Context: an optimization exercise on an open-source flow, tuned for small area and few clock cycles. The choices shown serve that exercise and are no tape-out recipe.
RTL that was checked went through simulation tests only; none was proved equivalent to the original.
Power and IR drop assume default switching activity.

==> flow/design.v <==
module ahb_to_apb_bridge (
        input             HCLK,
        input             HRESETn,
        input      [31:0] HADDR,
        input      [2:0]  HSIZE,
        input      [31:0] HWDATA,
        input             HWRITE,
        output     [31:0] HRDATA,
        output            HREADY,
        output            HRESP,
        input             HSELAPB,
        output     [31:0] PADDR,
        output            PSEL,
        output reg        PENABLE,
        output            PWRITE,
        output     [7:0]  PWDATA,
        input      [7:0]  PRDATA,
        input             PREADY,
        input             PSLVERR
);
assign HRESP = PSLVERR;
reg  [31:0] s_addr;
reg  [1:0]  s_size;
reg         s_wr;
reg         dp;                  
wire acc = HSELAPB & HREADY;     
always @(posedge HCLK)
        if (acc) begin
                s_addr <= HADDR;
                s_size <= HSIZE[1:0];
                s_wr   <= HWRITE;
        end
reg  [31:0] f_addr [0:7];
reg  [7:0]  f_d0 [0:7];          
reg  [7:0]  f_d1 [0:7];
reg  [7:0]  f_d2 [0:7];
reg  [7:0]  f_d3 [0:7];
reg  [1:0]  f_size [0:7];
reg  [3:0]  wptr;
reg  [3:0]  rptr;
reg  f_empty;                    
wire f_full  = (wptr[3] != rptr[3]) && (wptr[2:0] == rptr[2:0]);
wire [7:0]  rsel = 8'd1 << rptr[2:0];
reg  [31:0] h_addr;
reg  [31:0] h_data;
reg  [1:0]  h_size;
integer j;
always @(*) begin
        h_addr = 32'd0;
        h_data = 32'd0;
        h_size = 2'd0;
        for (j = 0; j < 8; j = j + 1) begin
                h_addr = h_addr | ({32{rsel[j]}} & f_addr[j]);
                h_data = h_data | ({32{rsel[j]}} & {f_d3[j], f_d2[j], f_d1[j], f_d0[j]});
                h_size = h_size | ({2{rsel[j]}} & f_size[j]);
        end
end
reg  [1:0]  beat;
reg         psel_r;
wire        rd_now   = HSELAPB & ~HWRITE & ~psel_r & ~dp & f_empty & HRESETn;
assign PSEL = psel_r | rd_now;
wire [31:0] src_addr = ({32{~f_empty}} & h_addr) | ({32{f_empty & dp}} & s_addr) |
                       ({32{f_empty & ~dp}} & HADDR);
wire [1:0]  src_size = f_empty ? s_size : h_size;
wire        last     = (beat == {src_size[1], src_size[1] | src_size[0]});
wire        beat_end = PENABLE & PREADY;
wire        xfer_end = beat_end & last;
wire        pop      = xfer_end & ~f_empty;
wire        rd_done  = xfer_end & f_empty;
assign HREADY = ~dp | (s_wr ? (~f_full | pop) : rd_done);
wire push = dp & s_wr & HREADY;
wire rd_st = beat_end & f_empty;
always @(posedge HCLK) begin
        if (push) begin
                f_addr[wptr[2:0]] <= s_addr;
                f_size[wptr[2:0]] <= s_size;
                f_d3[wptr[2:0]]   <= HWDATA[31:24];
        end
        if (push | rd_st & (beat == 2'd0)) f_d0[wptr[2:0]] <= push ? HWDATA[7:0]   : PRDATA;
        if (push | rd_st & (beat == 2'd1)) f_d1[wptr[2:0]] <= push ? HWDATA[15:8]  : PRDATA;
        if (push | rd_st & (beat == 2'd2)) f_d2[wptr[2:0]] <= push ? HWDATA[23:16] : PRDATA;
end
assign PADDR  = src_addr + {30'd0, beat};
assign PWRITE = ~f_empty | (dp ? s_wr : HWRITE);
assign PWDATA = ({8{f_empty}} & HWDATA[7:0]) |
                ({8{~f_empty & (beat == 2'd0)}} & h_data[7:0]) |
                ({8{~f_empty & (beat == 2'd1)}} & h_data[15:8]) |
                ({8{~f_empty & (beat == 2'd2)}} & h_data[23:16]) |
                ({8{~f_empty & (beat == 2'd3)}} & h_data[31:24]);
wire [3:0] wptr_n = wptr + {3'd0, push};
wire [3:0] rptr_n = rptr + {3'd0, pop};
wire dp_next = acc | (dp & ~HREADY);
wire one    = (rptr + 4'd1 == wptr);           
wire more    = dp_next | push | ~f_empty & ~(pop & one);    
always @(posedge HCLK or negedge HRESETn)
        if (!HRESETn) begin
                dp      <= 1'b0;
                f_empty <= 1'b1;
                wptr    <= 4'd0;
                rptr    <= 4'd0;
                psel_r  <= 1'b0;
                PENABLE <= 1'b0;
                beat    <= 2'd0;
        end else begin
                dp <= dp_next;
                f_empty <= f_empty ? ~push : (pop & one & ~push);
                wptr <= wptr_n;
                rptr <= rptr_n;
                if (!psel_r) begin
                        psel_r  <= more;
                        PENABLE <= rd_now;
                        beat    <= 2'd0;
                end else if (!PENABLE) begin
                        PENABLE <= 1'b1;
                end else if (PREADY) begin
                        PENABLE <= 1'b0;
                        if (last) begin
                                psel_r <= more;
                                beat <= 2'd0;
                        end else
                                beat <= beat + 2'd1;
                end
        end
assign HRDATA = {PRDATA, h_data[23:16],
                 (beat == 2'd1) ? PRDATA : h_data[15:8],
                 (beat == 2'd0) ? PRDATA : h_data[7:0]};
endmodule
clock: 6.0 ns
lec_check: 0
cap_margin: 20
core_margin: 2
core_utilization: 40
slew_margin: 20
run.sh (not shown) runs the stock make flow with config.mk's settings and CLKGATE_MAP_FILE= SYNTH_SCRIPT=/design/flow/synth_recipe.tcl, a recipe that flattens the netlist after the stock synthesis.
Rerun with:
--- a/flow/design.v
+++ b/flow/design.v
@@ -39,5 +39,5 @@
 reg  [3:0]  wptr;
 reg  [3:0]  rptr;
-reg  f_empty;                    
+wire f_empty = (wptr == rptr);
 wire f_full  = (wptr[3] != rptr[3]) && (wptr[2:0] == rptr[2:0]);
 wire [7:0]  rsel = 8'd1 << rptr[2:0];
@@ -91,10 +91,8 @@
 wire [3:0] rptr_n = rptr + {3'd0, pop};
 wire dp_next = acc | (dp & ~HREADY);
-wire one    = (rptr + 4'd1 == wptr);           
-wire more    = dp_next | push | ~f_empty & ~(pop & one);    
+wire more    = (wptr_n != rptr_n) | dp_next;    
 always @(posedge HCLK or negedge HRESETn)
         if (!HRESETn) begin
                 dp      <= 1'b0;
-                f_empty <= 1'b1;
                 wptr    <= 4'd0;
                 rptr    <= 4'd0;
@@ -104,5 +102,4 @@
         end else begin
                 dp <= dp_next;
-                f_empty <= f_empty ? ~push : (pop & one & ~push);
                 wptr <= wptr_n;
                 rptr <= rptr_n;
The changed run produced a clean layout.
Area after synthesis came out higher by 0.86%.
Final cell count increases by 1.8%.
Non-clock buffer count rose by 30.
Total power falls by 0.52%.
Routed wire length went up by 2.3%.
Hold slack gains 0.097 ns.
Maximum frequency decreases by 0.49%.
Design area climbs by 0.44%.
Clock-buffer cell count drops by 6.
Global-route usage rose by 0.22 points.
Utilization stays flat.
Clock skew is about the same.
Testbench counts after the change, summed over its fixed seeds: cycles 32,537.
No functional check of the RTL was part of the first run of this note.

port drivers added, routing unchanged:
The results above use ideal ports. As a check the final layouts listed here were re-extracted and re-timed, cells and wires unchanged.
Step 1, drivers: a clkbuf_16 drives HCLK and a buf_2 each remaining input, both assumed.
Step 2, shift: input delay + t, output delay - t, t = (earliest + latest rising clock arrival at the registers) / 2. This alone moves slack from input paths to output paths.
Three values: no drivers, after step 1, after step 2; two values: the first two.
| run | shift t [ns] | setup slack, ns | worst setup path at the end |
|---|---|---|---|
| the first run | 0.664 | 0.210 / 0.157 / 0.531 | input to output |
| the second run | 0.673 | 0.182 / 0.120 / 0.328 | input to output |
After both steps every run listed still meets setup and hold.
